Context: an optimization exercise on an open-source flow, tuned for small area and a short achievable clock period. The choices shown serve that exercise and are no tape-out recipe. In this exercise RTL edits were held to simulation tests only and were not proved equivalent to the original. Power and IR drop assume default switching activity.

<file path="flow/run.sh">
#!/bin/bash
# The standard layout (the standard.sh, the standard synthesis unchanged),
# with two changes to how the layout is made: timing repair aims at 15 ns of
# setup slack (a 5 ns cycle; the constraint stays the design's own), and the
# port buffers are buf_2 cells. The whole make output goes to standard.log;
# ORFS keeps each step's own log under orfs/logs.
set -euo pipefail
bash standard.sh SETUP_SLACK_MARGIN=15 "BUFFER_PORTS_ARGS=-buffer_cell sky130_fd_sc_hd__buf_2" finish > standard.log 2>&1
</file>
<file path="standard.sh">
#!/bin/bash
# synth_recipe.tcl (not shown) runs the flow's synth.tcl, then flattens the netlist and writes it again
# the make line also repeats each setting of config.mk as NAME=value (left out here)
make -C /OpenROAD-flow-scripts/flow DESIGN_CONFIG=/design/flow/config.mk WORK_HOME=/design/flow/orfs CLKGATE_MAP_FILE= SYNTH_SCRIPT=/design/flow/synth_recipe.tcl "${@:-finish}"
</file>
<file path="config.mk">
export PLATFORM = sky130hd
export DESIGN_NAME = cpu1
export DESIGN_NICKNAME = cpu1
export VERILOG_FILES = /design/flow/design.v
export SDC_FILE = /design/flow/constraint.sdc
export NUM_CORES = 8
export LEC_CHECK = 0
export CAP_MARGIN = 20
export CORE_MARGIN = 2
export CORE_UTILIZATION = 55
export PLACE_DENSITY = 0.7
export SLEW_MARGIN = 20
</file>
<file path="constraint.sdc">
create_clock -name core_clock -period 20.0 [get_ports {clk}]
set_input_delay 4.0000 -clock core_clock [delete_from_list [all_inputs] [get_ports {clk}]]
set_output_delay 4.0000 -clock core_clock [all_outputs]
set_load 0.01 [all_outputs]
</file>
<file path="design.v">
module cpu1 (
    input wire clk,
    input wire reset,
    output wire [7:0] mem_addr,
    output wire mem_we,
    output wire [31:0] mem_wdata,
    input wire [31:0] mem_rdata
);
    localparam [4:0] C_RST   = 5'd0,  C_ADDI  = 5'd1,  C_ADDIU = 5'd2,  C_BR    = 5'd3,
                     C_SLLM  = 5'd4,  C_LOAD  = 5'd5,  C_LUI   = 5'd6,  C_SBH   = 5'd7,
                     C_SLTI  = 5'd8,  C_SW    = 5'd9,  C_J     = 5'd10, C_JAL   = 5'd11,
                     C_ADD   = 5'd12, C_AND   = 5'd13, C_DIV   = 5'd14, C_MULT  = 5'd15,
                     C_JR    = 5'd16, C_MFHI  = 5'd17, C_MFLO  = 5'd18, C_SHIFT = 5'd19,
                     C_SLT   = 5'd20, C_SUB   = 5'd21, C_BREAK = 5'd22, C_RTE   = 5'd23,
                     C_ADDM  = 5'd24, C_UNDEF = 5'd25, C_OVF   = 5'd26;
    reg        fetch;       
    reg [5:0]  cnt;
    reg [4:0]  cls;
    reg [1:0]  ph;
    reg        rst_r;       
    reg        clr;         
    reg [31:0] IR, A, B, PC, HI, LO;
    reg        q1;
    reg [31:8] MDR;         
    reg [7:0]  addr_r;
    reg        we_r;
    wire [5:0]  op    = IR[31:26];
    wire [4:0]  rs    = IR[25:21];
    wire [4:0]  rt    = IR[20:16];
    wire [4:0]  rd    = IR[15:11];
    wire [4:0]  shamt = IR[10:6];
    wire [5:0]  funct = IR[5:0];
    wire [31:0] seimm = {{16{IR[15]}}, IR[15:0]};
    assign mem_addr  = addr_r;
    assign mem_we    = we_r;
    reg [31:0] wd_r;        
    assign mem_wdata = wd_r;
    reg [4:0] dec;
    always @(*) begin
        dec = C_UNDEF;
        if (op == 6'h00) begin
            if (funct == 6'h20) dec = C_ADD;
            else if (funct == 6'h24) dec = C_AND;
            else if (funct == 6'h1A) dec = C_DIV;
            else if (funct == 6'h18) dec = C_MULT;
            else if (funct == 6'h08) dec = C_JR;
            else if (funct == 6'h10) dec = C_MFHI;
            else if (funct == 6'h12) dec = C_MFLO;
            else if (funct == 6'h00 || funct == 6'h04 || funct == 6'h03 || funct == 6'h07 || funct == 6'h02)
                dec = C_SHIFT;
            else if (funct == 6'h2A) dec = C_SLT;
            else if (funct == 6'h22) dec = C_SUB;
            else if (funct == 6'h0D) dec = C_BREAK;
            else if (funct == 6'h13) dec = C_RTE;
            else if (funct == 6'h05) dec = C_ADDM;
        end
        else if (op == 6'h01) dec = C_SLLM;
        else if (op == 6'h02) dec = C_J;
        else if (op == 6'h03) dec = C_JAL;
        else if (op[5:2] == 4'b0001) dec = C_BR;
        else if (op == 6'h08) dec = C_ADDI;
        else if (op == 6'h09) dec = C_ADDIU;
        else if (op == 6'h0A) dec = C_SLTI;
        else if (op == 6'h0F) dec = C_LUI;
        else if (op == 6'h20 || op == 6'h21 || op == 6'h23) dec = C_LOAD;
        else if (op == 6'h28 || op == 6'h29) dec = C_SBH;
        else if (op == 6'h2B) dec = C_SW;
        else if (op == 6'h2D) dec = C_RST;
    end
    function has_wb(input [4:0] k);
        has_wb = (k == C_ADDI) || (k == C_ADDIU) || (k == C_SLLM) || (k == C_LOAD) ||
                 (k == C_LUI) || (k == C_SLTI) || (k == C_ADD) || (k == C_AND) ||
                 (k == C_SHIFT) || (k == C_SLT) || (k == C_SUB) || (k == C_ADDM);
    endfunction
    localparam NC = 30;
    localparam X_PC = 0, X_HI = 1, Y_B = 2, Y_IMM = 3, Y_IMM4 = 4, Y_4 = 5, INV = 6,
               MSTEP = 7, MINIT = 8, A_LD = 9, A_RD = 10, B_LD = 11, B_RD = 12, B_PC = 13,
               B_UP = 14, IR_LD = 15, MDR_LD = 16, PC_SUM = 17, PC_JT = 18, PC_A = 19,
               PC_EPC = 20, PC_RD = 21, EPC_SUM = 22, EPC_PC = 23, AD_SUM = 24, AD_A = 25,
               AD_B = 26, AD_VEC = 27, AD_HOLD = 28, OVF_CHK = 29;
    function [NC-1:0] ctrl_of(input f, input [5:0] c, input [4:0] k);
        reg [NC-1:0] v;
        begin
            v = {NC{1'b0}};
            case (k)
                C_ADDI, C_ADDIU, C_LOAD, C_SBH, C_SW: v[Y_IMM] = 1'b1;
                C_SLLM: v[Y_IMM] = ~f && (c == 6'd1);   
                C_MFHI: v[X_HI] = 1'b1;       
                C_SLTI: begin v[Y_IMM] = 1'b1; v[INV] = 1'b1; end
                C_ADD, C_ADDM: v[Y_B] = 1'b1;
                C_SUB, C_SLT: begin v[Y_B] = 1'b1; v[INV] = 1'b1; end
                default: ;
            endcase
            if (f) begin
                if (c == 6'd5) begin
                    v[X_PC] = 1'b1; v[Y_4] = 1'b1; v[Y_IMM] = 1'b0; v[Y_B] = 1'b0; v[INV] = 1'b0;
                    v[PC_SUM] = 1'b1;
                end
                if (c == 6'd0 && k == C_BREAK) begin
                    v[X_PC] = 1'b1; v[Y_4] = 1'b1; v[INV] = 1'b1; v[PC_SUM] = 1'b1;
                end
                if (c == 6'd0) begin
                    v[PC_JT]  = (k == C_J) || (k == C_JAL);
                    v[PC_A]   = (k == C_JR);
                    v[PC_EPC] = (k == C_RTE);
                end
                v[IR_LD] = (c == 6'd3);
                v[A_LD]  = (c[5:2] == 4'd1);
                v[B_LD]  = (c >= 6'd8);
            end else begin
                v[B_LD] = (c == 6'd0) && (k != C_OVF);
                case (k)
                    C_ADDI: v[OVF_CHK] = (c == 6'd0);
                    C_ADD, C_SUB: v[OVF_CHK] = (c == 6'd1);
                    C_BR: begin
                        v[Y_B] = ~c[2]; v[INV] = ~c[2];
                        v[X_PC] = c[2]; v[Y_IMM4] = c[2]; v[PC_SUM] = c[2];
                    end
                    C_UNDEF: begin
                        v[X_PC] = 1'b1; v[Y_IMM4] = 1'b1;
                        v[PC_RD] = (c == 6'd6);
                        v[AD_VEC] = (c >= 6'd2);
                    end
                    C_OVF: begin
                        v[X_PC] = 1'b1;             
                        v[PC_RD] = (c == 6'd7);
                        v[AD_VEC] = (c >= 6'd2);
                    end
                    C_MULT: begin
                        v[X_HI] = 1'b1;
                        v[MINIT] = (c == 6'd1);
                        v[MSTEP] = (c >= 6'd2) && (c <= 6'd33);
                    end
                    C_J: v[PC_JT] = (c == 6'd1);
                    C_JAL: v[PC_JT] = (c == 6'd1) || (c == 6'd2);
                    C_SLLM: begin
                        v[AD_SUM] = (c == 6'd1);
                        v[AD_HOLD] = (c == 6'd2) || (c == 6'd3);
                        v[AD_B] = (c == 6'd4);
                        v[MDR_LD] = (c == 6'd4);
                    end
                    C_LOAD: begin
                        v[AD_SUM] = (c == 6'd3);
                        v[AD_HOLD] = (c >= 6'd4);
                        v[B_RD] = (c == 6'd6);
                        v[MDR_LD] = (c == 6'd6);
                    end
                    C_SBH: begin
                        v[AD_SUM] = (c == 6'd3);
                        v[AD_HOLD] = (c == 6'd4) || (c == 6'd5);
                        v[B_UP] = (c == 6'd7);
                    end
                    C_SW: begin
                        v[AD_SUM] = (c == 6'd3) || (c == 6'd7);
                        v[AD_HOLD] = (c == 6'd4) || (c == 6'd5) || (c == 6'd8) || (c == 6'd9);
                        v[B_UP] = (c == 6'd7);
                    end
                    C_ADDM: begin
                        v[AD_A] = (c == 6'd1);
                        v[AD_HOLD] = ((c >= 6'd2) && (c <= 6'd4)) || ((c >= 6'd6) && (c <= 6'd8));
                        v[AD_B] = (c == 6'd5);
                        v[A_RD] = (c == 6'd4);
                        v[B_RD] = (c == 6'd8);
                        v[MDR_LD] = (c == 6'd8);
                        v[OVF_CHK] = (c == 6'd9);
                    end
                    default: ;
                endcase
            end
            ctrl_of = v;
        end
    endfunction
    wire [NC-1:0] ct = ctrl_of(fetch, cnt, cls);    
    reg mb_q, mi_q;         
    wire inv = ct[INV] | mi_q;
    wire [31:0] xv = ct[X_PC] ? PC : (ct[X_HI] ? HI : A);
    wire [31:0] yv0 = ({32{ct[Y_B] | mb_q}} & B)
                    | ({32{ct[Y_IMM]}} & seimm)
                    | ({32{ct[Y_IMM4]}} & {seimm[29:0], 2'b00})
                    | {29'd0, ct[Y_4], 2'b00};
    wire [31:0] yv = inv ? ~yv0 : yv0;
    wire [31:0] sum = xv + yv + {31'd0, inv};
    wire ovf = (xv[31] == yv[31]) && (sum[31] != xv[31]);
    wire lt  = sum[31] ^ ovf;            
    wire eq  = (A == B);
    wire ex_br2 = ~fetch & (cls == C_BR) & (cnt == 6'd2);
    reg nf, p_f;
    reg [5:0] nc, p_c;
    reg [4:0] nk, p_k;
    reg done;
    always @(*) begin
        done = 1'b0;
        p_k = cls;
        p_c = cnt + 6'd1;
        p_f = fetch;
        if (fetch) begin
            if (cnt == 6'd10) begin
                p_f = 1'b0;
                p_c = 6'd0;
                p_k = dec;
            end
        end else begin
            case (cls)
                C_RST, C_JR, C_BREAK, C_RTE: done = 1'b1;
                C_LUI, C_SLTI, C_J, C_SLT, C_ADD, C_SUB: done = (cnt == 6'd1);
                C_ADDI, C_ADDIU, C_JAL, C_SHIFT: done = (cnt == 6'd2);
                C_AND: done = (cnt == 6'd3);
                C_BR: done = (cnt == 6'd4);
                C_SLLM: done = (cnt == 6'd7);
                C_LOAD: done = (cnt == 6'd8);
                C_SBH, C_SW: done = (cnt == 6'd9);
                C_MULT: done = (cnt == 6'd35);
                C_ADDM: done = (cnt == 6'd10);
                C_UNDEF: done = (cnt == 6'd6);
                C_OVF: done = (cnt == 6'd7);
                C_DIV, C_MFHI, C_MFLO: p_c = 6'd1;
                default: ;
            endcase
            if (done) begin
                p_f = 1'b1;
                p_c = 6'd0;
            end
        end
        nf = p_f; nc = p_c; nk = p_k;
        if (ovf_q) begin
            nf = 1'b0; nc = {5'd0, fetch}; nk = C_OVF;
        end
        if (ex_br2 && !taken_q) begin
            nf = 1'b1; nc = 6'd0;
        end
    end
    wire [NC-1:0] ct_n = ctrl_of(p_f, p_c, p_k);    
    always @(posedge clk) begin
        if (reset) begin
            fetch <= 1'b0;
            cnt <= 6'd0;
            cls <= C_RST;
        end else begin
            fetch <= nf;
            cnt <= nc;
            cls <= nk;
        end
    end
    wire nb0 = ct[MINIT] ? A[0] : LO[1];
    wire nb1 = ct[MINIT] ? 1'b0 : LO[0];
    always @(posedge clk) begin
        mb_q <= ct_n[MSTEP] & (nb0 ^ nb1);
        mi_q <= ct_n[MSTEP] & nb0 & ~nb1;
    end
    always @(posedge clk) rst_r <= reset;
    reg chk_q, s31_q, x31_q, y31_q, eq_q;
    always @(posedge clk) begin
        if (reset) chk_q <= 1'b0;
        else chk_q <= ct[OVF_CHK];
        s31_q <= sum[31];
        x31_q <= xv[31];
        y31_q <= yv[31];
        eq_q <= eq;
    end
    wire ovf_r = (x31_q == y31_q) && (s31_q != x31_q);
    wire ovf_q = chk_q & ovf_r;
    wire lt_r = s31_q ^ ovf_r;
    wire maior_r = ~lt_r & ~eq_q;
    wire taken_q = op[1] ? (op[0] ? maior_r : ~maior_r) : (op[0] ? ~eq_q : eq_q);
    always @(posedge clk) begin
        if (reset) ph <= 2'd0;
        else ph <= ph + 2'd1;
    end
    wire [1:0]  ph1 = ph + 2'd1;
    wire [31:0] sh_src = B;
    wire [4:0]  sh_amt = funct[2] ? A[4:0] : shamt;
    wire        sh_nz = (sh_amt[2:0] != 3'd0);
    reg  [3:0]  sh_off;
    reg  [2:0]  sh_s;
    reg         sh_fill;
    always @(posedge clk) begin
        sh_off <= funct[1] ? {2'b00, sh_amt[4:3]} : 4'd0 - {2'b00, sh_amt[4:3]} - {3'b000, sh_nz};
        sh_s <= funct[1] ? sh_amt[2:0] : (3'd0 - sh_amt[2:0]);
        sh_fill <= funct[0] & B[31];
    end
    wire [3:0]  sh_m0 = {2'b00, ph1} + sh_off;
    wire [3:0]  sh_m1 = sh_m0 + 4'd1;
    function [7:0] sh_chunk(input [3:0] x, input [31:0] src, input fill);
        begin
            if (x[3]) sh_chunk = 8'd0;
            else if (x[2]) sh_chunk = {8{fill}};
            else case (x[1:0])
                2'd0: sh_chunk = src[7:0];
                2'd1: sh_chunk = src[15:8];
                2'd2: sh_chunk = src[23:16];
                default: sh_chunk = src[31:24];
            endcase
        end
    endfunction
    wire [15:0] sh_win = {sh_chunk(sh_m1, sh_src, sh_fill), sh_chunk(sh_m0, sh_src, sh_fill)};
    wire [15:0] sh_w1 = sh_s[2] ? {4'd0, sh_win[15:4]} : sh_win;
    wire [15:0] sh_w2 = sh_s[1] ? {2'd0, sh_w1[15:2]} : sh_w1;
    wire [7:0]  sh_out = sh_s[0] ? sh_w2[8:1] : sh_w2[7:0];
    wire jal_early = fetch & (cnt >= 6'd7) & (cnt <= 6'd10);
    wire jal_w = fetch && cnt >= 6'd6 && cnt <= 6'd9;
    reg [31:0] wdata;           
    reg        w_sum, w_lt;
    always @(*) begin
        w_sum = 1'b0; w_lt = 1'b0;
        wdata = 32'd0;
        if (jal_w) wdata = PC;
        else case (cls)
            C_LOAD: wdata = op[1] ? B : (op[0] ? {16'd0, B[15:0]} : {24'd0, B[7:0]});
            C_LUI: wdata = {IR[15:0], 16'd0};
            C_SLTI, C_SLT: w_lt = 1'b1;
            C_AND: wdata = A & B;
            C_MFLO: wdata = LO;
            C_SHIFT: ;
            default: w_sum = 1'b1;
        endcase
    end
    function [7:0] chunk_of(input [31:0] w, input [1:0] k);
        case (k)
            2'd0: chunk_of = w[7:0];
            2'd1: chunk_of = w[15:8];
            2'd2: chunk_of = w[23:16];
            default: chunk_of = w[31:24];
        endcase
    endfunction
    wire [7:0] wchunk_n = (cls == C_SHIFT && !jal_w) ? sh_out :
                          w_sum ? chunk_of(sum, ph1) :
                          w_lt ? {7'd0, lt & (ph1 == 2'd0)} :
                          chunk_of(wdata, ph1);
    wire wen_n = ((p_f & (p_c[5:2] == 4'd0) & has_wb(p_k)) |
                  (p_f & (p_c >= 6'd7) & (p_c <= 6'd10) & (op == 6'h03)) |
                  (~p_f & (p_k == C_UNDEF || p_k == C_OVF) & (p_c >= 6'd3) & (p_c <= 6'd6)) |
                  (~p_f & (p_k == C_MFHI || p_k == C_MFLO) & (p_c == 6'd1)))
                 & ~ovf_q;
    reg       wen_q;
    reg [7:0] wchunk_q;
    always @(posedge clk) begin
        if (reset) wen_q <= 1'b0;
        else wen_q <= wen_n;
        wchunk_q <= wchunk_n;
    end
    reg [5:0] wsel;
    always @(*) begin
        if (jal_early) wsel = 6'd31;
        else case (cls)
            C_ADDI, C_ADDIU, C_SLLM, C_LOAD, C_LUI, C_SLTI: wsel = {1'b0, rt};
            C_ADDM: wsel = {1'b0, rs};
            C_UNDEF, C_OVF: wsel = 6'd32;
            default: wsel = {1'b0, rd};
        endcase
    end
    wire [7:0] wchunk = clr ? 8'd0 : wchunk_q;
    wire wen = wen_q & ~ovf_q;       
    wire [7:0] head [0:32];
    genvar r;
    generate
        for (r = 0; r < 33; r = r + 1) begin : RF
            reg [31:0] ring;
            always @(posedge clk)
                ring <= {(clr || (wen && wsel == r)) ? wchunk : ring[7:0], ring[31:8]};
            assign head[r] = ring[7:0];
        end
    endgenerate
    wire swap = (op == 6'h00) && (funct == 6'h04 || funct == 6'h07);
    wire rte = (op == 6'h00) && (funct == 6'h13);
    wire [5:0] rsel = (ct[A_LD] ^ swap) ? {1'b0, rs} : (rte ? 6'd32 : {1'b0, rt});
    wire [7:0] rchunk = head[rsel];
    always @(posedge clk) begin
        if (reset) clr <= 1'b1;
        else if (fetch && cnt == 6'd3) clr <= 1'b0;
    end
    always @(posedge clk) begin
        if (ct[A_RD])
            A <= mem_rdata;
        else if (ct[A_LD]) begin
            case (ph)
                2'd0: A[7:0]   <= rchunk;
                2'd1: A[15:8]  <= rchunk;
                2'd2: A[23:16] <= rchunk;
                default: A[31:24] <= rchunk;
            endcase
        end
    end
    always @(posedge clk) begin
        if (ct[B_RD])
            B <= mem_rdata;
        else if (ct[B_LD]) begin
            case (ph)
                2'd0: B[7:0]   <= rchunk;
                2'd1: B[15:8]  <= rchunk;
                2'd2: B[23:16] <= rchunk;
                default: B[31:24] <= rchunk;
            endcase
        end
    end
    always @(posedge clk) wd_r <= {(cls == C_SW) ? MDR : 24'd0, B[7:0]};
    always @(posedge clk) begin
        if (ct[IR_LD]) IR <= mem_rdata;
    end
    always @(posedge clk) begin
        if (rst_r) MDR <= 24'd0;
        else if (ct[MDR_LD]) MDR <= mem_rdata[31:8];
    end
    wire [31:0] jt = {3'b000, PC[31:28], IR[22:0], 2'b00};
    reg [31:0] pc_next;
    always @(*) begin
        if (ct[PC_SUM]) pc_next = sum;
        else if (ct[PC_RD]) pc_next = {24'd0, mem_rdata[7:0]};
        else if (rst_r) pc_next = 32'd0;
        else if (ct[PC_JT]) pc_next = jt;
        else if (ct[PC_A]) pc_next = A;
        else if (ct[PC_EPC]) pc_next = B;
        else pc_next = PC;
    end
    always @(posedge clk) PC <= pc_next;
    reg [7:0] pc_next_addr;
    always @(*) begin
        if (ct[PC_SUM]) pc_next_addr = sum[7:0];
        else if (rst_r) pc_next_addr = 8'd0;
        else if (ct[PC_JT]) pc_next_addr = jt[7:0];
        else if (ct[PC_A]) pc_next_addr = A[7:0];
        else if (ct[PC_EPC]) pc_next_addr = B[7:0];
        else pc_next_addr = PC[7:0];
    end
    always @(posedge clk) begin
        if (rst_r) begin
            HI <= 32'd0;
            LO <= 32'd0;
            q1 <= 1'b0;
        end else if (ct[MINIT]) begin
            HI <= 32'd0;
            LO <= A;
            q1 <= 1'b0;
        end else if (ct[MSTEP]) begin
            HI <= {1'b0, sum[31:1]};
            LO <= {sum[0], LO[31:1]};
            q1 <= LO[0];
        end
    end
    reg [7:0] addr_n;
    always @(*) begin
        if (ct[AD_SUM]) addr_n = sum[7:0];
        else if (ct[AD_A]) addr_n = A[7:0];
        else if (ct[AD_B]) addr_n = B[7:0];
        else if (ct[AD_VEC]) addr_n = (cls == C_OVF) ? 8'd254 : 8'd253;
        else if (ct[AD_HOLD]) addr_n = addr_r;
        else addr_n = pc_next_addr;
    end
    wire we_n = ~fetch & (cls == C_SBH || cls == C_SW) & (cnt == 6'd7);
    always @(posedge clk) begin
        if (reset) begin
            addr_r <= 8'd0;
            we_r <= 1'b0;
        end else begin
            addr_r <= addr_n;
            we_r <= we_n;
        end
    end
endmodule
</file>
==> results.txt, run 1 <==
met2 wire length 77900 um; DP Area 49800 um2; DIE AREA 90100 um2; CTS buffer count 132; sequential fraction of the synthesis area 58.8%; cell at the root of the clock tree clkbuf_16; Slew Viols, Final 0; Finished Cell Area 55700 um2; Final Non-Filler Cells 5829; minimum clock period 5.20 ns; Leakage 21.8 nW; clock net sink count 1352; Remaining DRCs 0; RSZ-0062 raised after global routing true; Seq. cell area 28400 um2; critical path's slowest cell dfxtp_2; Final WS setup 14.80 ns; Top Metal Used met5; CP Data Arrival Time 1.20 ns; first-pass GRT wire length 249000 um; total wire length 175000 um; Mapped Nets 4607; Clk Latency, worst-skew pair 0.75 ns; Die Y 300 um; share of post-route cells with drive strength above 1 14.2%; Max Clock Freq 0.192 GHz; Synth warnings 1; switching part of the total 22.3%; clk buf depth 3; Clk pin slew, worst setup/hold paths 0.07 ns; gr usage total 38.1%; grt ovf 0; hold crit path type reg -> reg; Worst Skew 0.0255 ns; Worst Setup End Kind output port; GPL Wtd Cong 1.05; Design Power 5.52 mW; P_int 4.29 mW; Syn Inst Count 4491; MaxCap Viol Count 0; Mean Syn Cell Area 10.7 um2; Core ar. 86900 um2; Post-synth EDFFs 128; area of the multi-input gates 19200 um2; Netlist Area Pre-Place 48200 um2; 1st-iter DRT viols 5018; Power per Cell Area 99.1 nW/um2; Primary FF master, synth dfxtp_1; final hold violation count 0; CP delay by family, top flip-flops; worst-path maximum fanout 2; IO buf count 74; Clock power frac 46.6%; Synth cell types 109; largest net degree at the start of global routing 81; wire length on met1 64800 um; worst path cell trace buf_6; period utilization 26.0%; IO Count 75; flops & latches, synth 1352; worst-margin pin slew 1.28 ns; Post-CTS Hold Fix Bufs 0; routed wl met3 16500 um; Initial Utilization 55.5%; Final setup viols 0; Flop pwr share 50.1%; crit path kind reg -> out; H-tree levels 4; first-pass iteration count of the detailed router 10; pre-CTS WS 13.96 ns; Synth async-reset ratio 0%; routed len/inst 30.1 um; vias in the first global route 35600; Die X 300 um; outcome finished clean; final antenna-violating net count 0; Placed Cells 5539; Nets 4685; Layout Area Growth over Synthesis 15.4%; Worst setup SP type flip-flop; sw power 1.23 mW; Worst VDD drop 0.100 mV; FILL cells 6879; hpwl dp 120000 um; via count 37400; num rows 108; combinational share of power 3.3%; initial antenna violation count 8; hold_ws 0.315 ns; Worst Path Required 16.00 ns; WP buf/inv 1; CTS tree built; Slew headroom 13.9%; CP peak stage delay 0.35 ns; Vias/cell 6.41; Fin Setup TNS 0 ns; utilization after layout 64.1%
state kept, by name, summed over array words and instances (netlist names), 2 cells and up:
signal and cells:
wd_r 32, RF.ring 1056, cls 5, cnt 6, wchunk_q 8, addr_r 8
IR 32, ph 2, A 32, PC 32, HI 31, sh_s 3
MDR 24, sh_off 4, LO 32, B 32
repair_timing:
action | in CTS | in global routing
pin swaps | 16 | 40
buffers inserted | 20 | 25
resized for setup | 96 | 106
endpoints found under the setup margin | 177 | 176
cloned | 3 | 2
kinds of logic after synthesis:
| logic type | synth area share [%] |
|---|---|
| flip-flops | 58.8 |
| buffers and inverters | 2.89 |
| AND/OR/NAND/NOR | 12.9 |
| AO/OA/AOI/OAI | 13.7 |
| multiplexers | 8.15 |
| adder cells (fa/ha/maj) | 2.20 |
| XOR/XNOR | 1.40 |
power by group through the flow:
stage,Clock [mW],Sequential (mW),Combinational (mW)
floorplan,0,2.81,0.0956
global placement,0,2.83,0.168
detailed placement,0,2.83,0.167
CTS,2.58,2.77,0.171
global route,2.70,2.77,0.182
finish,2.57,2.77,0.180
Yosys cell counts (17+ instances only):
master | number | area share (%)
nor4b_1 | 17 | 0.31
o211a_1 | 21 | 0.44
dfxtp_1 | 1224 | 51
buf_2 | 44 | 0.46
edfxtp_1 | 128 | 8.0
mux2i_1 | 359 | 7.4
nand4_1 | 39 | 0.51
nor2_1 | 510 | 4.0
o21a_1 | 37 | 0.58
a22oi_1 | 36 | 0.56
nand3_1 | 79 | 0.82
a31oi_1 | 22 | 0.29
a21o_1 | 41 | 0.64
inv_1 | 61 | 0.47
a22o_1 | 25 | 0.45
o211ai_1 | 22 | 0.34
xnor2_1 | 61 | 1.1
a32oi_1 | 40 | 0.73
o22ai_1 | 31 | 0.40
nor2b_1 | 25 | 0.32
and2_1 | 43 | 0.56
o21ai_0 | 155 | 1.6
clkbuf_1 | 201 | 1.6
a222oi_1 | 40 | 0.83
nand2_1 | 323 | 2.5
a21oi_1 | 213 | 2.2
nor4_1 | 43 | 0.56
a2111oi_0 | 18 | 0.33
ha_1 | 80 | 2.1
buf_1 | 32 | 0.25
and3_1 | 33 | 0.43
a311oi_1 | 34 | 0.62
nor3_1 | 82 | 0.85
nand2b_1 | 22 | 0.29
a221oi_1 | 19 | 0.34
a211oi_1 | 37 | 0.58
a221o_1 | 26 | 0.54
metal layers:
layer / vias to the layer above / global-route usage (%)
met1: 18000 / 45.9
met4: 6 / 29.4
li1: 16300 / -
met5: - / 0
met2: 2352 / 59.3
met3: 699 / 8.50
worst paths after layout:
kind,slack [ns],cells after the start,startpoint,endpoint
max,14.80,1,addr_r[7],mem_addr[7]
min,0.32,0,RF[22].ring[13],RF[22].ring[5]
max reg2reg,15.03,12,cls[3],RF[3].ring[30]
min reg2reg,0.32,0,RF[22].ring[13],RF[22].ring[5]
final cells by class:
| class | instances | area share, % |
|---|---|---|
| Antenna cell | 3 | 0.0135 |
| Clock buffer | 186 | 7.04 |
| Clock inverter | 50 | 1.05 |
| Inverter | 63 | 0.434 |
| Multi-Input combinational cell | 2793 | 34.5 |
| Sequential cell | 1352 | 51.0 |
| Tap cell | 1155 | 2.59 |
| Timing Repair Buffer | 227 | 3.32 |
cells in the final DEF (no fill, tap or decap), drive strengths merged, types with 22 or more instances in the layout:
cell type / Yosys / final
and3: 35 / 35
and2: 44 / 44
clkinv: 2 / 29
buf: 83 / 222
nand3: 79 / 79
o21a: 37 / 37
o22ai: 35 / 35
edfxtp: 128 / 128
nand4: 41 / 41
o21ai: 159 / 159
clkbuf: 201 / 189
inv: 61 / 72
nor2: 522 / 523
xnor2: 61 / 61
a221o: 26 / 26
nand2: 323 / 323
a21o: 41 / 41
a21oi: 213 / 213
nor3: 85 / 85
nor2b: 25 / 25
mux2i: 359 / 359
a211oi: 37 / 37
a31oi: 22 / 22
dfxtp: 1224 / 1224
a222oi: 40 / 40
o211ai: 25 / 25
a32oi: 40 / 40
a22oi: 37 / 37
a22o: 25 / 25
a311oi: 34 / 34
nand2b: 22 / 22
ha: 80 / 80
nor4: 48 / 48
==> run 2: changes to the inputs <==
--- a/design.v
+++ b/design.v
@@ -362,5 +362,12 @@
     endgenerate
-    wire swap = (op == 6'h00) && (funct == 6'h04 || funct == 6'h07);
-    wire rte = (op == 6'h00) && (funct == 6'h13);
-    wire [5:0] rsel = (ct[A_LD] ^ swap) ? {1'b0, rs} : (rte ? 6'd32 : {1'b0, rt});
+    wire [31:0] irn = ct[IR_LD] ? mem_rdata : IR;
+    wire swap_n = (irn[31:26] == 6'h00) && (irn[5:2] == 4'b0001) && (irn[1] == irn[0]);
+    wire rte_n = (irn[31:26] == 6'h00) && (irn[5:0] == 6'h13);
+    wire a_ld_n = p_f & (p_c[5:2] == 4'd1);
+    reg  sel_rs, sel_epc;
+    always @(posedge clk) begin
+        sel_rs <= a_ld_n ^ swap_n;
+        sel_epc <= rte_n;
+    end
+    wire [5:0] rsel = sel_rs ? {1'b0, rs} : (sel_epc ? 6'd32 : {1'b0, rt});
     wire [7:0] rchunk = head[rsel];
--- a/config.mk
+++ b/config.mk
@@ -10,2 +10,4 @@
 export CORE_UTILIZATION = 55
+export CTS_CLUSTER_DIAMETER = 60
+export CTS_CLUSTER_SIZE = 30
 export PLACE_DENSITY = 0.7
==> results.txt, run 2 <==
outcome finished clean; total wire length 158000 um; via count 35700; Worst Path Required 16.00 ns; CP Data Arrival Time 1.16 ns; H-tree levels 3; share of post-route cells with drive strength above 1 11.8%; GPL Wtd Cong 1.03; worst path cell trace buf_2; sequential fraction of the synthesis area 60.0%; Netlist Area Pre-Place 47200 um2; Synth warnings 1; Leakage 20.6 nW; MaxCap Viol Count 0; R2R depth 21; commonest cells after routing, fill and taps aside dfxtp_1 (1194), nand2_1 (433), nor2_1 (400); Fin Setup TNS 0 ns; Antenna Diode Count 0; top cells by area, synth dfxtp_1 (53%), edfxtp_1 (7.4%), mux2i_1 (5.7%), nand2_1 (3.5%), nor2_1 (3.3%); hpwl dp 106000 um; worst-path maximum fanout 1; CP delay by family, top flip-flops; Remaining DRCs 0; R2R Setup Slk 15.06 ns; crit path kind reg -> out; Max Clock Freq 0.194 GHz; area share of the largest cell type after synthesis 52.6%; Worst Skew 0.0495 ns; Critical Path Start wd_r[17]; commonest non-fill, non-tap cell in the layout dfxtp_1; Primary FF master, synth dfxtp_1; Worst setup SP type flip-flop; r2r startpoint cnt[1]; Design Power 4.99 mW; routed len/inst 27.8 um; Clk pin slew, worst setup/hold paths 0.11 ns; worst r2r dst wchunk_q[6]; Hold Crit Depth 0; Slew Viols, Final 0; Mapped Nets 4596; final hold violation count 0; clk buf depth 3; Core ar. 85000 um2; Slew headroom 17.8%; Worst Setup End Kind output port; Synth cell types 83; hold_ws 0.299 ns; period utilization 25.8%; gr usage total 34.7%; WP buf/inv 1; RSZ-0062 raised after global routing true; Power per Cell Area 94.3 nW/um2; first-pass GRT wire length 228000 um; Die X 297 um; Nets 4602; Worst VDD drop 0.0922 mV; Syn Inst Count 4479; first-pass iteration count of the detailed router 12; Post-CTS Hold Fix Bufs 0; critical path's slowest cell dfxtp_1; Clk Latency, worst-skew pair 0.72 ns; Final setup viols 0; hold crit path type reg -> reg; Yosys top cell by area dfxtp_1; flops & latches, synth 1354; largest net degree at the start of global routing 197; Vias/cell 6.28; CP peak stage delay 0.33 ns; Post-synth EDFFs 116; IO buf count 74; grt ovf 0; worst-margin pin slew 1.23 ns; Top reg by flops RF.ring; top cells by count, synth dfxtp_1 (1238), nand2_1 (435), nor2_1 (411); WP depth 1; Final Non-Filler Cells 5686; CTS buffer count 81; CP endpoint mem_wdata[17]; 1st-iter DRT viols 4744; vias in the first global route 33600; Initial Utilization 55.5%; minimum clock period 5.16 ns; Placed Cells 5490; final antenna-violating net count 0; Layout Area Growth over Synthesis 12.2%; top-count cell post-synth dfxtp_1; Mean Syn Cell Area 10.5 um2; cell at the root of the clock tree clkbuf_16; Largest register FFs 1056; num rows 107; Synth async-reset ratio 0%; initial antenna violation count 3; CTS tree built; Die Y 297 um; IO Count 75; DIE AREA 88100 um2; clock net sink count 1354; utilization after layout 62.2%
==> run 2: cell count changes after synthesis, sizes merged, moves of 31 or more <==
cell | previous run | this run
a21o | 41 | 97
nand2 | 323 | 435
buf | 83 | 27
clkbuf | 201 | 268
a22oi | 37 | 99
a21oi | 213 | 303
nor2 | 522 | 411
nor3 | 85 | 54
mux2i | 359 | 270
o21ai | 159 | 205
==> run 2: worst min-delay path by stage <==
stage	slack [ns]	start	endpoint
after global routing	0.32	RF[6].ring[19]	RF[6].ring[11]
after floorplan	0.31	RF[0].ring[8]	RF[0].ring[0]
after detailed placement	0.31	RF[12].ring[30]	RF[12].ring[22]
after global placement	0.31	RF[11].ring[27]	RF[11].ring[19]
after CTS	0.30	RF[6].ring[19]	RF[6].ring[11]
final	0.30	RF[6].ring[19]	RF[6].ring[11]
==> run 2: area by class of cell <==
type | count | area (um2)
fill | 6825 | 32100
multi-input combinational | 2779 | 18200
timing repair buffer | 217 | 1830
inverter | 52 | 198
clock inverter | 55 | 841
sequential | 1354 | 28300
tap | 1144 | 1430
clock buffer | 85 | 2090
==> run 2: what timing repair did <==
item                       in CTS  in global routing
resized for setup              95                 90
setup endpoints to repair     137                 94
buffers inserted               14                 36
pin swaps                      11                 39
gates cloned                    2                  3
==> run 2: cells by family after synthesis <==
family | after synthesis | share of synthesized area, %
buf+inv | 347 | 2.78
flops | 1354 | 60.0
mux | 292 | 6.45
compound gates | 1052 | 14.8
xor+xnor | 77 | 1.43
fa+ha+maj | 85 | 2.28
simple gates | 1272 | 12.3
==> run 2: through the flow <==
stage | instance area [um2] | setup slack (ns)
6_report | 52900 | 14.84
5_1_grt | 52900 | 14.82
4_1_cts | 52100 | 14.83
3_5_place_dp | 48700 | 13.37
3_3_place_gp | 48700 | 13.57
2_1_floorplan | 47200 | 14.98
==> run 2: power by group <==
part	switching (mW)	leakage [nW]	internal, mW	total (mW)
combinational	0.186	8.13	0.103	0.289
sequential	0.0488	11.0	2.75	2.80
clock	1.05	1.42	0.853	1.90
total	1.29	20.6	3.70	4.99
==> run 2: metal layers <==
| metal | GRT usage (%) | share of wire (%) |
|---|---|---|
| met1 | 43.9 | 38 |
| met2 | 53.6 | 44 |
| met3 | 7.34 | 9.9 |
| met4 | 23.4 | 8.2 |
| met5 | 0 | 0.0082 |
==> run 3: changes to the inputs <==
--- a/config.mk
+++ b/config.mk
@@ -11,3 +11,3 @@
 export CTS_CLUSTER_DIAMETER = 60
-export CTS_CLUSTER_SIZE = 30
+export CTS_CLUSTER_SIZE = 25
 export PLACE_DENSITY = 0.7
==> results.txt, run 3 <==
outcome finished clean; commonest non-fill, non-tap cell in the layout dfxtp_1; area share of the largest cell type after synthesis 52.6%; Design Power 4.92 mW; FILL cells 6853; top cells by count, synth dfxtp_1 (1238), nand2_1 (435), nor2_1 (411); HP Start RF[6].ring[19]; hold_ws 0.315 ns; critical path's slowest cell dfxtp_2; Leakage 20.4 nW; top cells by area, synth dfxtp_1 (53%), edfxtp_1 (7.4%), mux2i_1 (5.7%), nand2_1 (3.5%), nor2_1 (3.3%); IO Count 75; final hold violation count 0; worst path cell trace buf_6; Largest register FFs 1056; clk buf depth 3; Yosys top cell by area dfxtp_1; Synth async-reset ratio 0%; Nets 4584; share of post-route cells with drive strength above 1 11.1%; largest net degree at the start of global routing 197; Vias/cell 6.28; Slew headroom 16.7%; first-pass iteration count of the detailed router 10; crit path kind reg -> out; Syn Inst Count 4479; minimum clock period 5.15 ns; Post-synth EDFFs 116; DIE AREA 88100 um2; hold crit path type reg -> reg; worst-margin pin slew 1.25 ns; WP buf/inv 1; R2R Setup Slk 15.07 ns; Die X 297 um; vias in the first global route 33600; Clock power frac 37.3%; Fin Setup TNS 0 ns; Worst setup SP type flip-flop; Flop pwr share 56.8%; CTS tree built; Layout Area Growth over Synthesis 11.2%; Die Y 297 um; CP peak stage delay 0.36 ns; Synth warnings 1; Final setup viols 0; H-tree levels 3; CP Data Arrival Time 1.15 ns; Worst Skew 0.0354 ns; flops & latches, synth 1354; Worst VDD drop 0.0943 mV; Remaining DRCs 0; Hold Crit Depth 0; MaxCap Viol Count 0; Netlist Area Pre-Place 47200 um2; RSZ-0062 raised after global routing true; switching part of the total 24.7%; combinational share of power 5.9%; IO buf count 74; routed len/inst 27.7 um; total wire length 157000 um; Clk Latency, worst-skew pair 0.70 ns; worst r2r dst wchunk_q[6]; GPL Wtd Cong 1.03; Max Clock Freq 0.194 GHz; r2r startpoint cnt[1]; period utilization 25.8%; sw power 1.21 mW; Core ar. 85000 um2; utilization after layout 61.7%; gr usage total 34.6%; worst-path maximum fanout 2; Hold Path End RF[6].ring[11]; Initial Utilization 55.5%; cell at the root of the clock tree clkbuf_16; initial antenna violation count 2; Worst Path Required 16.00 ns; CTS buffer count 82; Mapped Nets 4596; Primary FF master, synth dfxtp_1; Power per Cell Area 93.8 nW/um2; hpwl dp 106000 um; final antenna-violating net count 0; Synth cell types 83; Mean Syn Cell Area 10.5 um2; grt ovf 0; Top reg by flops RF.ring; clock net sink count 1354; WP depth 1; Clk pin slew, worst setup/hold paths 0.09 ns; via count 35500; Slew Viols, Final 0; first-pass GRT wire length 227000 um; num rows 107; CP delay by family, top flip-flops; P_int 3.71 mW; R2R depth 18; Worst Setup End Kind output port; 1st-iter DRT viols 4337; commonest cells after routing, fill and taps aside dfxtp_1 (1196), nand2_1 (434), nor2_1 (399); sequential fraction of the synthesis area 60.0%; top-count cell post-synth dfxtp_1
==> run 3: cell counts after synthesis <==
Identical to the previous run, type by type.
==> run 3: how the worst max path moves through the flow <==
| stage | start | to | slack (ns) |
|---|---|---|---|
| floorplan | mem_rdata[29] | sel_rs | 14.98 |
| global placement | cnt[1] | wchunk_q[6] | 13.57 |
| detailed placement | cnt[1] | wchunk_q[6] | 13.37 |
| CTS | addr_r[6] | mem_addr[6] | 14.83 |
| global route | addr_r[6] | mem_addr[6] | 14.83 |
| finish | addr_r[6] | mem_addr[6] | 14.85 |
==> run 3: cell type report <==
cell class / instances / area (um2) / share of cell area [%]
Clock inverter: 41 / 587 / 1.12
Clock buffer: 92 / 2150 / 4.10
Tap cell: 1144 / 1430 / 2.73
Inverter: 52 / 198 / 0.377
Multi-Input combinational cell: 2779 / 18100 / 34.5
Sequential cell: 1354 / 28300 / 54.0
Antenna cell: 1 / 2.50 / 0.00477
Timing Repair Buffer: 198 / 1620 / 3.10
==> run 3: layer usage <==
layer / vias up / global-route usage [%] / wire (um)
met2: 1994 / 53.2 / 69200
met5: - / 0 / 12
met3: 552 / 7.59 / 15000
met4: 2 / 23.1 / 12400
li1: 15900 / - / -
met1: 17100 / 43.7 / 60300
==> run 3: what timing repair did <==
item / CTS / global route
cloned: 2 / 1
hold buffers: 0 / 0
endpoints found under the hold margin: 0 / 0
gates resized for setup: 92 / 81
buffers inserted: 14 / 20
pin swaps: 11 / 31
setup endpoints to repair: 137 / 91
==> run 3: stage by stage <==
stage	instance area, um2	setup WS [ns]	std cells
floorplan	47200	14.98	4479
global placement	48700	13.57	5490
detailed placement	48700	13.37	5490
CTS	51900	14.83	5639
global route	52400	14.83	5660
finish	52400	14.85	5661
==> run 3: cells by family after synthesis <==
family / Yosys count / share of synthesized area [%]
fa+ha+maj: 85 / 2.28
mux: 292 / 6.45
buf+inv: 347 / 2.78
simple gates: 1272 / 12.3
compound gates: 1052 / 14.8
xor+xnor: 77 / 1.43
flops: 1354 / 60.0
==> run 3: power groups by stage <==
stage	logic, mW	registers (mW)	clock network (mW)
global placement	0.273	2.86	0
detailed placement	0.273	2.86	0
global route	0.305	2.80	1.95
finish	0.290	2.80	1.83
floorplan	0.200	2.82	0
CTS	0.276	2.79	1.85
==> run 4: changes to the inputs <==
--- a/config.mk
+++ b/config.mk
@@ -9,6 +9,6 @@
 export CORE_MARGIN = 2
-export CORE_UTILIZATION = 55
+export CORE_UTILIZATION = 60
 export CTS_CLUSTER_DIAMETER = 60
 export CTS_CLUSTER_SIZE = 25
-export PLACE_DENSITY = 0.7
+export PLACE_DENSITY = 0.72
 export SLEW_MARGIN = 20
==> results.txt, run 4 <==
Post-synth EDFFs 116; final hold violation count 0; Slew headroom 15.0%; hpwl dp 107000 um; sw power 1.21 mW; Clock power frac 37.3%; routed len/inst 28.5 um; WP buf/inv 1; initial antenna violation count 3; RSZ-0062 raised after global routing true; Worst Skew 0.0617 ns; Die X 284 um; top cells by count, synth dfxtp_1 (1238), nand2_1 (435), nor2_1 (411); GPL Wtd Cong 1.03; Placed Cells 5377; worst path cell trace buf_6; simple-gate share of the synthesized area 12.3%; R2R depth 18; hold crit path type reg -> reg; Synth cell types 83; Power per Cell Area 94.0 nW/um2; FILL cells 6098; largest family of logic cells by synthesized area compound AO/OA/AOI/OAI gates; CP delay by family, top flip-flops; crit path kind reg -> out; share of post-route cells with drive strength above 1 10.9%; Synth async-reset ratio 0%; Synth warnings 1; Netlist Area Pre-Place 47200 um2; Vias/cell 6.46; HP Start RF[21].ring[16]; Mean Syn Cell Area 10.5 um2; first-pass iteration count of the detailed router 19; via count 35800; sequential fraction of the synthesis area 60.0%; combinational share of power 5.5%; commonest cells after routing, fill and taps aside dfxtp_1 (1196), nand2_1 (434), nor2_1 (400); Final Non-Filler Cells 5544; total wire length 158000 um; top-count cell post-synth dfxtp_1; CP Data Arrival Time 1.15 ns; clock net sink count 1354; 1st-iter DRT viols 4692; Syn Inst Count 4479; post-synthesis adder-cell area fraction 2.28%; CTS tree built; Core ar. 77600 um2; Die Y 284 um; IO Count 75; worst-margin pin slew 1.28 ns; Antenna Diode Count 0; switching part of the total 24.7%; period utilization 25.7%; Worst Path Required 16.00 ns; Mapped Nets 4596; Initial Utilization 60.8%; Final setup viols 0; top cells by area, synth dfxtp_1 (53%), edfxtp_1 (7.4%), mux2i_1 (5.7%), nand2_1 (3.5%), nor2_1 (3.3%); Synth Area in Compound Gates 14.8%; num rows 102; Flop pwr share 57.2%; H-tree levels 3; Clk Latency, worst-skew pair 0.69 ns; Primary FF master, synth dfxtp_1; WP depth 1; Post-Synth XOR/XNOR Area 1.43%; commonest non-fill, non-tap cell in the layout dfxtp_1; worst-path maximum fanout 1; Worst VDD drop 0.109 mV; Leakage 20.4 nW; largest net degree at the start of global routing 85; minimum clock period 5.15 ns; gr usage total 38.1%; area share of the largest cell type after synthesis 52.6%; Worst setup SP type flip-flop; post-synthesis mux area share 6.45%; clk buf depth 3; r2r startpoint cnt[5]; MaxCap Viol Count 0; Top reg by flops RF.ring; outcome finished clean; DIE AREA 80800 um2; first-pass GRT wire length 228000 um; Fin Setup TNS 0 ns; Post-CTS Hold Fix Bufs 0; Max Clock Freq 0.194 GHz; Slew Viols, Final 0; Worst Setup End Kind output port; Hold Crit Depth 0; Clk pin slew, worst setup/hold paths 0.09 ns; Yosys top cell by area dfxtp_1; R2R Setup Slk 15.09 ns; flops & latches, synth 1354; final antenna-violating net count 0; CP peak stage delay 0.36 ns; Layout Area Growth over Synthesis 10.8%; cell at the root of the clock tree clkbuf_16; CTS buffer count 82; IO buf count 74; P_int 3.69 mW; critical path's slowest cell dfxtp_2; Remaining DRCs 0; Largest register FFs 1056; Critical Path Start wd_r[23]; vias in the first global route 33900; Nets 4572; grt ovf 0
## run 4: path summary, 6_finish.rpt
| path | end |
|---|---|
| max | mem_wdata[23] |
| min | RF[21].ring[8] |
| max reg2reg | wchunk_q[4] |
| min reg2reg | RF[21].ring[8] |
## run 4: final cells by class
cell class	instances	area (um2)	area share [%]
Timing Repair Buffer	186	1540	2.94
Clock inverter	45	621	1.19
Tap cell	1040	1300	2.49
Sequential cell	1354	28300	54.3
Inverter	52	198	0.379
Clock buffer	88	2120	4.05
Multi-Input combinational cell	2779	18100	34.7
## run 4: metal layers
| metal | track usage, % | share of wire [%] | vias up | routed length (um) |
|---|---|---|---|---|
| li1 | - | - | 15900 | - |
| met5 | 0 | 0.031 | - | 49 |
| met4 | 25.8 | 8.2 | 2 | 12900 |
| met3 | 7.37 | 10 | 605 | 15800 |
| met1 | 48.6 | 38 | 17100 | 59700 |
| met2 | 59.0 | 44 | 2230 | 69500 |
## run 4: cells by family (layout without fill, tap and decap cells)
logic type | after synthesis | count (layout)
AOI/OAI and AO/OA | 1052 | 1052
xor gates and xnor gates | 77 | 77
adders and majority gates | 85 | 85
buffers and inverters | 347 | 371
DFF | 1354 | 1354
muxes | 292 | 292
and+or+nand+nor | 1272 | 1273
## run 4: worst reg2reg max path: cells and delay by family, from the launching register on
kind,cells,cell delay (ns)
fa+ha+maj,1,0.47
compound gates,9,2.12
simple gates,5,1.08
flops,1,0.49
xor+xnor,1,0.29
buf+inv,2,0.31
## run 4: stage by stage
stage	setup slack, ns	hold WS, ns	util [%]	power [mW]	cell area, um2
3_5_place_dp	13.47	0.312	62.5	3.12	48500
3_3_place_gp	13.59	0.309	62.5	3.12	48500
2_1_floorplan	14.98	0.310	-	3.02	47200
6_report	14.85	0.317	67.3	4.91	52200
4_1_cts	14.83	0.320	66.8	4.90	51800
5_1_grt	14.82	0.320	67.3	5.03	52200
## run 4: power groups by stage
| stage | registers (mW) | logic [mW] | clock network (mW) |
|---|---|---|---|
| 5_1_grt | 2.81 | 0.287 | 1.93 |
| 2_1_floorplan | 2.82 | 0.200 | 0 |
| 6_report | 2.81 | 0.269 | 1.83 |
| 4_1_cts | 2.80 | 0.259 | 1.84 |
| 3_3_place_gp | 2.86 | 0.255 | 0 |
| 3_5_place_dp | 2.86 | 0.255 | 0 |
## run 4: repair_timing
| item | 4_1_cts | 5_1_grt |
|---|---|---|
| gates cloned | 3 | 1 |
| pin swaps | 14 | 19 |
| setup endpoints to repair | 114 | 116 |
| resized for setup | 100 | 62 |
| buffers inserted | 15 | 14 |
==> run 5: changes to the inputs <==
--- a/config.mk
+++ b/config.mk
@@ -7,2 +7,3 @@
 export LEC_CHECK = 0
+export ABC_AREA = 1
 export CAP_MARGIN = 20
==> results.txt, run 5 <==
final hold violation count 0; num rows 101; Primary FF master, synth dfxtp_1; r2r startpoint cnt[1]; top cells by count, synth dfxtp_1 (1238), nand2_1 (918), o21ai_0 (543); Max Clock Freq 0.194 GHz; IO buf count 74; Fin Setup TNS 0 ns; largest net degree at the start of global routing 57; CP delay by family, top flip-flops; CP Data Arrival Time 1.14 ns; Mapped Nets 5075; Worst Skew 0.0466 ns; Final setup viols 0; period utilization 25.7%; Worst Path Required 16.00 ns; Top reg by flops RF.ring; GPL Wtd Cong 1.04; Clk Latency, worst-skew pair 0.69 ns; commonest cells after routing, fill and taps aside dfxtp_1 (1209), nand2_1 (916), o21ai_0 (536); MaxCap Viol Count 0; DIE AREA 79000 um2; CP peak stage delay 0.34 ns; area share of the largest cell type after synthesis 53.8%; Synth warnings 1; R2R Setup Slk 15.24 ns; Worst setup SP type flip-flop; Netlist Area Pre-Place 46100 um2; worst-margin pin slew 1.18 ns; cell at the root of the clock tree clkbuf_16; Power per Cell Area 97.4 nW/um2; worst-path maximum fanout 1; flops & latches, synth 1354; Yosys top cell by area dfxtp_1; CTS tree built; Worst Setup End Kind output port; Nets 5121; worst path cell trace buf_2; CTS buffer count 81; clock net sink count 1354; Hold Path End RF[10].ring[13]; Die X 281 um; commonest non-fill, non-tap cell in the layout dfxtp_1; outcome finished clean; grt ovf 0; HP Start RF[10].ring[21]; crit path kind reg -> out; Largest register FFs 1056; top cells by area, synth dfxtp_1 (54%), edfxtp_1 (7.6%), nand2_1 (7.5%), o21ai_0 (5.9%), inv_1 (4.2%); Post-synth EDFFs 116; Syn Inst Count 4958; via count 36700; Slew headroom 21.5%; Hold Crit Depth 0; minimum clock period 5.14 ns; FILL cells 5976; Layout Area Growth over Synthesis 10.0%; routed len/inst 25.5 um; Mean Syn Cell Area 9.29 um2; Clk pin slew, worst setup/hold paths 0.09 ns; critical path's slowest cell dfxtp_1; clk buf depth 3; Worst VDD drop 0.111 mV; share of post-route cells with drive strength above 1 7.82%; Core ar. 75900 um2; vias in the first global route 33900; initial antenna violation count 5; Synth cell types 64; Die Y 281 um; RSZ-0062 raised after global routing true; hpwl dp 111000 um; WP buf/inv 1; final antenna-violating net count 0; gr usage total 38.6%; Design Power 4.94 mW; Remaining DRCs 0; worst r2r dst wchunk_q[4]; sequential fraction of the synthesis area 61.4%; total wire length 155000 um; 1st-iter DRT viols 5094; top-count cell post-synth dfxtp_1; Initial Utilization 60.7%; Vias/cell 6.03; Leakage 20.5 nW; Synth async-reset ratio 0%; first-pass iteration count of the detailed router 7; IO Count 75; H-tree levels 3; R2R depth 22; first-pass GRT wire length 223000 um; hold crit path type reg -> reg; Slew Viols, Final 0
[run 5: changes by cell type after synthesis, sizes merged, moves of 122 or more]
cell and change:
a21oi -122, clkbuf -150, inv +485, mux2i -264
nand2 +501, nand3 +123, o21ai +416
[run 5: cells by family (layout without fill, tap and decap cells)]
| group | Yosys count | count (layout) | synth area share [%] |
|---|---|---|---|
| buf+inv | 721 | 809 | 6.07 |
| simple gates | 1573 | 1575 | 14.3 |
| flops | 1354 | 1354 | 61.4 |
| xor+xnor | 55 | 55 | 1.05 |
| mux | 6 | 6 | 0.130 |
| compound gates | 1166 | 1166 | 14.8 |
| fa+ha+maj | 83 | 83 | 2.29 |
| other cells | 0 | 2 | 0 |
[run 5: area by class of cell]
| type | count | area [um2] | area share, % |
|---|---|---|---|
| diodes | 2 | 5.00 | 0.00988 |
| inverters | 549 | 2080 | 4.10 |
| repair buffers | 131 | 997 | 1.97 |
| repair inverters | 2 | 12.5 | 0.0247 |
| clock buffers | 84 | 2080 | 4.11 |
| flip-flops and latches | 1354 | 28300 | 55.9 |
| well taps | 1030 | 1290 | 2.54 |
| clock inverters | 43 | 711 | 1.40 |
| multi-input cells | 2885 | 15200 | 30.0 |
[run 5: worst max-delay path by stage]
stage	from	to	slack [ns]	depth (start not counted)
floorplan	mem_rdata[0]	sel_rs	15.01	5
global placement	fetch	wchunk_q[4]	14.13	23
detailed placement	fetch	wchunk_q[4]	14.03	23
CTS	wd_r[25]	mem_wdata[25]	14.84	1
global route	wd_r[21]	mem_wdata[21]	14.82	1
finish	wd_r[21]	mem_wdata[21]	14.86	1
[run 5: timing repair]
| action | CTS | global route |
|---|---|---|
| hold buffers | 0 | 0 |
| pin swaps | 2 | 6 |
| gates resized for setup | 60 | 43 |
| hold endpoints to repair | 0 | 0 |
| setup endpoints to repair | 97 | 89 |
| gates cloned | 3 | 1 |
| buffers inserted | 5 | 6 |
[run 5: power breakdown]
group	internal, mW	leakage [nW]	switching (mW)
clock	0.852	1.34	1.00
sequential	2.76	11.1	0.0315
combinational	0.0784	8.11	0.216
[run 5: per-layer routing]
metal  GRT usage [%]  part of all wire [%]  vias to the layer above
li1                -                     -                    16600
met1            58.0                    44                    17500
met2            54.4                    41                     2189
met3            9.82                    12                      334
met4            11.4                   3.4                        2
met5               0                0.0078                        -
[run 5: per-stage QoR]
step | utilization (%) | cells | setup slack [ns] | hold slack [ns] | cell area (um2)
6_report | 66.7 | 6080 | 14.86 | 0.311 | 50700
4_1_cts | 66.4 | 6069 | 14.84 | 0.301 | 50400
5_1_grt | 66.7 | 6078 | 14.82 | 0.312 | 50700
3_3_place_gp | 62.3 | 5934 | 14.13 | 0.310 | 47300
2_1_floorplan | - | 4958 | 15.01 | 0.310 | 46100
3_5_place_dp | 62.3 | 5934 | 14.03 | 0.312 | 47300
==> run 6: changes to the inputs <==
--- a/config.mk
+++ b/config.mk
@@ -10,6 +10,6 @@
 export CORE_MARGIN = 2
-export CORE_UTILIZATION = 60
+export CORE_UTILIZATION = 65
 export CTS_CLUSTER_DIAMETER = 60
 export CTS_CLUSTER_SIZE = 25
-export PLACE_DENSITY = 0.72
+export PLACE_DENSITY = 0.82
 export SLEW_MARGIN = 20
==> results.txt, run 6 <==
outcome finished clean; total wire length 154000 um; Yosys top cell by area dfxtp_1; hold_ws 0.308 ns; Slew headroom 8.31%; RSZ-0062 raised after global routing true; Top reg by flops RF.ring; Mapped Nets 5075; 1st-iter DRT viols 5898; worst path cell trace buf_6; Final WS setup 14.87 ns; IO buf count 74; CP endpoint mem_wdata[13]; initial antenna violation count 7; grt ovf 0; Slew Viols, Final 0; Core ar. 70100 um2; Primary FF master, synth dfxtp_1; Die Y 270 um; CTS buffer count 78; Netlist Area Pre-Place 46100 um2; pre-CTS WS 14.31 ns; Clk Latency, worst-skew pair 0.70 ns; Max Clock Freq 0.195 GHz; flops & latches, synth 1354; area share of the largest cell type after synthesis 53.8%; WP depth 1; Leakage 20.5 nW; Post-synth EDFFs 116; Power per Cell Area 96.3 nW/um2; via count 37600; P_int 3.67 mW; worst-path maximum fanout 1; Clk pin slew, worst setup/hold paths 0.09 ns; R2R depth 13; CP delay by family, top flip-flops; commonest cells after routing, fill and taps aside dfxtp_1 (1200), nand2_1 (917), o21ai_0 (538); GPL Wtd Cong 1.08; CP Data Arrival Time 1.13 ns; Worst Setup End Kind output port; worst-margin pin slew 1.36 ns; top cells by area, synth dfxtp_1 (54%), edfxtp_1 (7.6%), nand2_1 (7.5%), o21ai_0 (5.9%), inv_1 (4.2%); commonest non-fill, non-tap cell in the layout dfxtp_1; Nets 5124; top-count cell post-synth dfxtp_1; Worst setup SP type flip-flop; Final setup viols 0; MaxCap Viol Count 0; worst r2r dst B[28]; gr usage total 41.4%; Critical Path Start wd_r[13]; Clock power frac 36.7%; share of post-route cells with drive strength above 1 7.77%; CP peak stage delay 0.33 ns; period utilization 25.7%; crit path kind reg -> out; Vias/cell 6.28; clock net sink count 1354; Die X 270 um; Mean Syn Cell Area 9.29 um2; H-tree levels 3; DIE AREA 73000 um2; Layout Area Growth over Synthesis 9.57%; Initial Utilization 65.7%; Hold Crit Depth 0; Largest register FFs 1056; critical path's slowest cell dfxtp_2; hold crit path type reg -> reg; sw power 1.19 mW; cell at the root of the clock tree clkbuf_16; vias in the first global route 35100; largest net degree at the start of global routing 59; first-pass GRT wire length 225000 um; r2r startpoint sel_rs; R2R Setup Slk 14.94 ns; final antenna-violating net count 0; top cells by count, synth dfxtp_1 (1238), nand2_1 (918), o21ai_0 (543); Finished Cell Area 50500 um2; routed len/inst 25.8 um; Worst Skew 0.0462 ns; Synth warnings 1; num rows 97; sequential fraction of the synthesis area 61.4%; Flop pwr share 57.3%; Placed Cells 5851; hpwl dp 110000 um; Syn Inst Count 4958; combinational share of power 6.0%; Worst Path Required 16.00 ns; switching part of the total 24.5%; CTS tree built; clk buf depth 3; final hold violation count 0; Fin Setup TNS 0 ns; Synth cell types 64; WP buf/inv 1; Remaining DRCs 0; DP Area 47300 um2; Synth async-reset ratio 0%; IO Count 75; first-pass iteration count of the detailed router 8; minimum clock period 5.13 ns; Worst VDD drop 0.111 mV; Final Non-Filler Cells 5987
## run 6: changes by cell type in the layout (fill, tap and decap cells not counted), sizes merged, moves of 2 or more
cell,previous run,this run
inv,557,547
buf,131,138
clkinv,27,23
clkbuf,84,87
bufinv,3,5
clkinvlp,7,5
diode,2,4
## run 6: power groups by stage
stage / Combinational [mW] / Sequential, mW / Clock [mW]
after CTS: 0.273 / 2.78 / 1.78
after detailed placement: 0.270 / 2.84 / 0
after global routing: 0.306 / 2.79 / 1.88
after floorplan: 0.171 / 2.83 / 0
after global placement: 0.270 / 2.84 / 0
final: 0.291 / 2.78 / 1.79
## run 6: per-layer routing
metal / track usage [%] / vias up / share of wire [%]
li1: - / 16600 / -
met1: 59.1 / 17700 / 41
met2: 57.5 / 2716 / 40
met3: 12.7 / 503 / 14
met4: 18.9 / 8 / 5.4
met5: 0 / - / 0.032
## run 6: how the worst min path moves through the flow
| stage | start | endpoint | slack (ns) |
|---|---|---|---|
| after floorplan | RF[0].ring[8] | RF[0].ring[0] | 0.31 |
| after global placement | RF[0].ring[11] | RF[0].ring[3] | 0.31 |
| after detailed placement | RF[0].ring[29] | RF[0].ring[21] | 0.31 |
| after CTS | RF[16].ring[25] | RF[16].ring[17] | 0.29 |
| after global routing | RF[16].ring[25] | RF[16].ring[17] | 0.30 |
| final | RF[15].ring[21] | RF[15].ring[13] | 0.31 |
## run 6: logic make-up after synthesis
family                   count (synthesis)  synth area share, %
AO/OA/AOI/OAI                         1166                 14.8
XOR/XNOR                                55                 1.05
adder cells (fa/ha/maj)                 83                 2.29
buffers and inverters                  721                 6.07
flip-flops                            1354                 61.4
multiplexers                             6                0.130
AND/OR/NAND/NOR                       1573                 14.3
## run 6: cell type report
type / instances / area, um2
antenna: 4 / 10.0
clock buffer: 87 / 2050
clock inverter: 29 / 532
fill: 5182 / 19700
inverter: 549 / 2100
multi-input combinational: 2884 / 15200
sequential: 1354 / 28300
tap: 940 / 1180
timing repair buffer: 138 / 1090
timing repair inverter: 2 / 12.5
## run 6: through the flow
| stage | total power, mW | util (%) |
|---|---|---|
| after global routing | 4.97 | 71.9 |
| after floorplan | 3.00 | - |
| after CTS | 4.84 | 71.5 |
| final | 4.86 | 71.9 |
| after global placement | 3.11 | 67.4 |
| after detailed placement | 3.11 | 67.4 |
## run 6: repair_timing
item,in CTS,in global routing
resized for setup,61,62
hold endpoints to repair,0,0
setup buffers,4,9
setup endpoints to repair,94,73
pin swaps,2,3
hold buffers,0,0
gates cloned,2,1
==> run 7: changes to the inputs <==
--- a/config.mk
+++ b/config.mk
@@ -13,3 +13,3 @@
 export CTS_CLUSTER_SIZE = 25
-export PLACE_DENSITY = 0.82
+export PLACE_DENSITY = 0.75
 export SLEW_MARGIN = 20
==> results.txt, run 7 <==
CTS buffer count 77; Slew headroom 21.5%; Fin Setup TNS 0 ns; Worst Path Required 16.00 ns; utilization after layout 71.8%; Nets 5114; RSZ-0062 raised after global routing true; gr usage total 41.9%; commonest cells after routing, fill and taps aside dfxtp_1 (1208), nand2_1 (917), o21ai_0 (536); Vias/cell 6.32; final hold violation count 0; Top reg by flops RF.ring; GPL Wtd Cong 1.08; Final Non-Filler Cells 5978; MaxCap Viol Count 0; worst-margin pin slew 1.18 ns; commonest non-fill, non-tap cell in the layout dfxtp_1; share of post-route cells with drive strength above 1 7.59%; Placed Cells 5843; H-tree levels 3; via count 37800; first-pass GRT wire length 227000 um; Design Power 4.85 mW; area share of the largest cell type after synthesis 53.8%; Synth warnings 1; critical path's slowest cell dfxtp_2; Syn Inst Count 4958; Die Y 270 um; num rows 97; routed len/inst 26.2 um; Worst Skew 0.0636 ns; final antenna-violating net count 0; minimum clock period 5.12 ns; Clk pin slew, worst setup/hold paths 0.10 ns; top-count cell post-synth dfxtp_1; Power per Cell Area 96.4 nW/um2; worst path cell trace buf_6; Final WS setup 14.88 ns; Yosys top cell by area dfxtp_1; Final setup viols 0; pre-CTS WS 14.23 ns; largest net degree at the start of global routing 57; outcome finished clean; vias in the first global route 35300; sequential fraction of the synthesis area 61.4%; grt ovf 0; Core ar. 70100 um2; Initial Utilization 65.7%; Mean Syn Cell Area 9.29 um2; Die X 270 um; Layout Area Growth over Synthesis 9.30%; 1st-iter DRT viols 5285; CP Data Arrival Time 1.12 ns; Worst setup SP type flip-flop; Synth async-reset ratio 0%; Worst Setup End Kind output port; Remaining DRCs 0; CTS tree built; Slew Viols, Final 0; crit path kind reg -> out; Leakage 20.4 nW; IO buf count 74; worst-path maximum fanout 1; IO Count 75; Max Clock Freq 0.195 GHz; initial antenna violation count 8; period utilization 25.6%; R2R Setup Slk 15.19 ns; Worst VDD drop 0.101 mV; hold crit path type reg -> reg; WP buf/inv 1; Post-synth EDFFs 116; FILL cells 5074; Netlist Area Pre-Place 46100 um2; Synth cell types 64; first-pass iteration count of the detailed router 14; flops & latches, synth 1354; Primary FF master, synth dfxtp_1; cell at the root of the clock tree clkbuf_16; Mapped Nets 5075; top cells by count, synth dfxtp_1 (1238), nand2_1 (918), o21ai_0 (543); clock net sink count 1354; total wire length 156000 um; DIE AREA 73000 um2; top cells by area, synth dfxtp_1 (54%), edfxtp_1 (7.6%), nand2_1 (7.5%), o21ai_0 (5.9%), inv_1 (4.2%); hpwl dp 111000 um; CP peak stage delay 0.33 ns; Clk Latency, worst-skew pair 0.70 ns; Largest register FFs 1056; CP delay by family, top flip-flops; clk buf depth 3
[run 7: changes by cell type in the layout (fill, tap and decap cells not counted), moves of 7 or more]
cell	previous run	this run
buf_2	40	48
dfxtp_1	1200	1208
buf_4	61	53
buf_6	35	27
dfxtp_2	37	30
[run 7: stage by stage]
step                      hold slack, ns  cell area [um2]
after CTS                          0.280            50000
after floorplan                    0.310            46100
after global placement             0.309            47200
after detailed placement           0.312            47200
final                              0.282            50300
after global routing               0.285            50300
[run 7: worst paths after layout]
path	cells after the start	startpoint	endpoint
worst max-delay path	1	wd_r[19]	mem_wdata[19]
worst min-delay path	0	RF[10].ring[13]	RF[10].ring[5]
worst max register to register	23	cnt[1]	wchunk_q[4]
worst min register to register	0	RF[10].ring[13]	RF[10].ring[5]
[run 7: worst reg2reg max path: stages (launching register included)]
cell,delay [ns]
dfxtp_1,0.38
inv_1,0.17
ha_1,0.28
inv_1,0.14
nor3_4,0.31
nor2_1,0.11
nand2_1,0.16
nand2_4,0.19
a22oi_2,0.35
o21ai_0,0.20
xor2_1,0.26
ha_1,0.32
a21o_1,0.18
a21oi_2,0.20
o21bai_2,0.12
a21oi_2,0.19
o21ai_1,0.13
a21oi_2,0.25
o21ai_0,0.15
xor2_1,0.32
nand2_1,0.08
nand2_1,0.11
nand3_1,0.07
nand3_1,0.10
[run 7: metal layers]
metal	track usage, %	vias up	routed length (um)
li1	-	16600	-
met1	60.1	17900	64200
met2	59.8	2798	63800
met3	11.8	496	20900
met4	16.8	2	7570
met5	0	-	20
[run 7: logic make-up after synthesis]
kind of cell             Yosys count  synth area share [%]
AO/OA/AOI/OAI                   1166                  14.8
adder cells (fa/ha/maj)           83                  2.29
multiplexers                       6                 0.130
flip-flops                      1354                  61.4
XOR/XNOR                          55                  1.05
AND/OR/NAND/NOR                 1573                  14.3
buffers and inverters            721                  6.07
[run 7: report_power, final]
part | switching [mW] | leakage [nW] | internal, mW
logic | 0.208 | 8.10 | 0.0763
clock network | 0.969 | 1.24 | 0.813
registers | 0.0321 | 11.1 | 2.76
[run 7: area by class of cell]
class,count,area (um2),area share [%]
diodes,4,10.0,0.0199
clock buffers,85,1990,3.95
clock inverters,31,601,1.19
inverters,549,2080,4.14
multi-input cells,2884,15200,30.2
flip-flops and latches,1354,28300,56.2
well taps,940,1180,2.34
repair buffers,130,990,1.97
repair inverters,1,7.51,0.0149
[run 7: what timing repair did]
item | CTS | global route
hold buffers | 0 | 0
buffers inserted | 2 | 9
cloned | 2 | 0
endpoints found under the setup margin | 92 | 81
gates resized for setup | 54 | 49
pin swaps | 2 | 4

==> separate check: timing with driven ports <==
No port has a modelled driver above. Below, the same layouts with a new extraction and two added sets of constraints.
Step 1: set_driving_cell puts a clkbuf_16 on clk and a buf_2 on each other input, an assumption about the parent block.
Step 2 adds t to the input delays and takes it off the output delays; t is the mean of the earliest and latest rising clock arrival at the registers after step 1. Input paths then give back, and output paths get back, about the clock's delay inside the block.
Slacks: ideal ports / drivers / drivers and shift; pairs: ideal ports / drivers.
run | shift t [ns] | slack for setup (ns) | hold slack, ns | clock arrival spread, ns | slew at the worst register clock pin (ns)
run 1 | 0.802 | 14.800 / 14.730 / 14.749 | 0.315 / 0.315 / 0.315 | 0.027 / 0.027 | 0.07 / 0.07
run 2 | 0.749 | 14.843 / 14.780 / 14.529 | 0.299 / 0.299 / 0.299 | 0.060 / 0.060 | 0.11 / 0.11
run 3 | 0.747 | 14.846 / 14.782 / 14.530 | 0.315 / 0.315 / 0.315 | 0.046 / 0.046 | 0.10 / 0.10
run 4 | 0.732 | 14.853 / 14.787 / 14.460 | 0.317 / 0.317 / 0.317 | 0.067 / 0.067 | 0.10 / 0.10
run 5 | 0.738 | 14.855 / 14.783 / 14.649 | 0.311 / 0.311 / 0.311 | 0.052 / 0.053 | 0.10 / 0.10
run 6 | 0.739 | 14.868 / 14.797 / 14.699 | 0.308 / 0.308 / 0.308 | 0.058 / 0.058 | 0.10 / 0.10
run 7 | 0.730 | 14.877 / 14.809 / 14.682 | 0.282 / 0.282 / 0.282 | 0.068 / 0.068 | 0.10 / 0.10
After both steps every run listed still meets setup and hold. The setup slack of run 4, which loses most, moves by -0.066 ns with the drivers and by -0.393 ns with both steps.
